From an optimization exercise on the open Yosys and OpenROAD flow, aimed at small area, a short achievable clock period and few clock cycles per item; shortcuts taken in it are not production practice.
No activity file was given, so power comes from the tool's default toggle rates.

==> flow/design.v <==
module conv_single(input [8:0] kernel, input [8:0] window, output act_sign);
wire [8:0] m = kernel ~^ window;
wire sa = m[0] ^ m[1] ^ m[2];
wire ca = (m[0] & m[1]) | (m[0] & m[2]) | (m[1] & m[2]);
wire sb = m[3] ^ m[4] ^ m[5];
wire cb = (m[3] & m[4]) | (m[3] & m[5]) | (m[4] & m[5]);
wire e5 = ca & cb & (sa | sb);
wire e4 = (ca & cb) | ((ca | cb) & sa & sb);
wire e3 = (ca & cb) | ((ca | cb) & (sa | sb));
wire e2 = ca | cb | (sa & sb);
wire l1 = m[6] | m[7] | m[8];
wire l2 = (m[6] & m[7]) | (m[6] & m[8]) | (m[7] & m[8]);
wire l3 = m[6] & m[7] & m[8];
assign act_sign = e5 | (e4 & l1) | (e3 & l2) | (e2 & l3);
endmodule
module pipelined_conv(
	input clk,
	input [15:0] input_row,
	input [8:0] weights_in,
	input m12, m16,		 
	output reg [13:0] conv_out);
reg [15:0] R1, R2;
reg [8:0] K;
wire [13:0] sign_acts;
always @(posedge clk) begin
	R1 <= input_row;
	R2 <= R1;
	K <= weights_in;
end
genvar k;
generate
	for (k = 0; k < 14; k = k + 1) begin : g_conv
		conv_single u(.kernel(K),
			.window({input_row[k+2:k], R1[k+2:k], R2[k+2:k]}),
			.act_sign(sign_acts[k]));
	end
endgenerate
always @(posedge clk)
	conv_out <= {sign_acts[13:10] & {4{m16}}, sign_acts[9:8] & {2{m12}}, sign_acts[7:0]};
endmodule
module controller(input reset_b,
		  input clk,
		  input dut_run,
		  input [15:0] input_mdr,
		  output reg busy_out,
		  output reg output_write_en,
		  output reg [11:0] input_mar,
		  output reg [11:0] output_mar,
		  output reg m12, m16
		 );
localparam [1:0] ROW = 2'd0, DIMA = 2'd1, DIMD = 2'd2, DONE = 2'd3;
reg busy;		 
reg [1:0] st;
reg [3:0] c;		 
reg last;		 
wire idle = !busy;
wire is_row = busy && st == ROW;
wire is_dimd = busy && st == DIMD;
wire zero = !(input_mdr[3] | input_mdr[4]);
wire next_last = c[3] & !c[0] & (!m12 | c[1] & (!m16 | c[2]));
wire skip = is_row & last;
wire v = busy & (st == ROW ? c[3] | c[2] | (c[1] & c[0]) : st == DIMA);
wire done = st[1] & (st[0] | zero);
always @(posedge clk or negedge reset_b)
	if (!reset_b) begin
		busy <= 1'b0;
		busy_out <= 1'b0;
		output_write_en <= 1'b0;
	end else begin
		output_write_en <= v;
		busy_out <= busy ? !done : dut_run;
		if (idle)
			busy <= dut_run;
		else if (st == DONE || (st == DIMD && zero))
			busy <= 1'b0;
	end
always @(posedge clk) begin
	if (idle) st <= zero ? DONE : ROW;
	else case (st)
		ROW: if (last) st <= DIMA;
		DIMA: st <= DIMD;
		DIMD: st <= ROW;
		DONE: st <= ROW;
	endcase
	if (idle) input_mar <= {10'd0, dut_run, 1'b0};
	else begin
		input_mar[0] <= input_mar[0] ^ !skip;
		input_mar[11:1] <= input_mar[11:1] + (input_mar[0] | skip);
	end
	if (idle) output_mar <= 12'd0;
	else if (output_write_en) output_mar <= output_mar + 12'd1;
	c <= (is_row | is_dimd) ? c + 4'd1 : 4'd0;
	last <= is_row & next_last;
	if (idle | is_dimd) begin
		m16 <= input_mdr[4];
		m12 <= input_mdr[4] | input_mdr[2];
	end
end
endmodule
module top_without_mem(input dut_run, reset_b, clk,
		       output dut_busy,
		       input[15:0] sram_dut_read_data, wmem_dut_read_data,
		       output[15:0] dut_sram_write_data,
		       output[11:0] dut_sram_write_address, dut_sram_read_address,
		       output[11:0] dut_wmem_read_address, output dut_sram_write_enable
			);
wire m12, m16;
wire [13:0] conv_out;
controller u1(.reset_b(reset_b), .clk(clk), .dut_run(dut_run),
		.input_mdr(sram_dut_read_data), .busy_out(dut_busy),
		.output_write_en(dut_sram_write_enable),
		.input_mar(dut_sram_read_address),
		.output_mar(dut_sram_write_address),
		.m12(m12), .m16(m16));
pipelined_conv u2(.clk(clk), .input_row(sram_dut_read_data),
		.weights_in(wmem_dut_read_data[8:0]),
		.m12(m12), .m16(m16), .conv_out(conv_out));
assign dut_wmem_read_address = 12'd1;
assign dut_sram_write_data = {2'b0, conv_out};
endmodule
export LEC_CHECK = 0
export CAP_MARGIN = 20
export CORE_MARGIN = 2
export CORE_UTILIZATION = 60
export PLACE_DENSITY = 0.8
export SETUP_SLACK_MARGIN = 4.25
export SLEW_MARGIN = 20
create_clock -name core_clock -period 6.5 [get_ports {clk}]
standard.sh (not shown) runs the stock make flow with config.mk's settings and CLKGATE_MAP_FILE= SYNTH_SCRIPT=/design/flow/synth_recipe.tcl, a recipe that flattens the netlist after the stock synthesis.
==> flow/flow/run.sh <==
#!/bin/bash
# The standard layout, with two changes: ABC maps the logic with an area-oriented script
# (flow/abc.script, through flow/synth.tcl), and the ports get plain buffers, not delay cells.
set -euo pipefail
W=$(pwd)
export BUFFER_PORTS_ARGS="-buffer_cell sky130_fd_sc_hd__buf_1"
export FLOW_ABC_SCRIPT="$W/flow/abc.script"
bash standard.sh SYNTH_SCRIPT="$W/flow/synth.tcl" finish > standard.log 2>&1
==> flow/flow/abc.script <==
&get -n
&st
&dch
&nf -a
&put
topo
stime -c
==> flow/flow/synth.tcl <==
# synth_recipe.tcl (the standard synthesis script), except that ABC maps the logic with
# flow/abc.script instead of ORFS's abc_speed.script. Registers are mapped before ABC runs,
# so they are the standard synthesis's.
proc synth {args} { yosys synth -nofsm -noshare {*}$args }
proc abc {args} {
  set i [lsearch $args -script]
  if {$i >= 0} { set args [lreplace $args [expr {$i+1}] [expr {$i+1}] $::env(FLOW_ABC_SCRIPT)] }
  yosys abc {*}$args
}
source $::env(SCRIPTS_DIR)/synth.tcl
# left out here: clear keep_hierarchy, flatten, clean up, hide names made inside functions, write 1_2_yosys.v
The baseline passed the timing, design-rule and antenna checks.
Next try:
--- a/flow/design.v
+++ b/flow/design.v
@@ -21,15 +21,13 @@
 	output reg [13:0] conv_out);
 reg [15:0] R1, R2;
-reg [8:0] K;
 wire [13:0] sign_acts;
 always @(posedge clk) begin
 	R1 <= input_row;
 	R2 <= R1;
-	K <= weights_in;
 end
 genvar k;
 generate
 	for (k = 0; k < 14; k = k + 1) begin : g_conv
-		conv_single u(.kernel(K),
+		conv_single u(.kernel(weights_in),
 			.window({input_row[k+2:k], R1[k+2:k], R2[k+2:k]}),
 			.act_sign(sign_acts[k]));
Effect: The changed run finished with timing, DRC and antenna clean; register-to-register slack gains 60 ps; routed wire length goes up by 28%; total power goes down by 1.5%; non-clock buffer count goes up by 30; global-route usage goes up by 5.8 points; core utilization goes up by 11 points.
No functional check of the RTL was part of any run of this note.

-- static timing again, ports no longer ideal --
Ports are ideal in the flow. The routed layouts listed here were re-timed in OpenROAD. Step 1 sets driving cells, clkbuf_16 on the clock port and buf_2 on the other inputs (assumed; they add their load-dependent delay and slew). Step 2 times the ports against the registers' clock, not the clock port: input delays grow and output delays shrink by t, the midpoint of the rising clock arrivals with the driver on. Three values: ideal ports, drivers, drivers and shift; two values: the first two.
run | shift t [ns] | setup slack, ns | worst setup path after step 2 | worst data-port slew with drivers (ns)
the first run | 0.385 | 4.279 / 4.245 / 4.075 | input to register | 0.04
the second run | 0.387 | 3.799 / 3.776 / 3.389 | input to register | 0.13
After both steps every run listed still meets setup and hold. The setup slack of the second run, which loses most, moves by -0.023 ns with the drivers and by -0.410 ns with both steps.
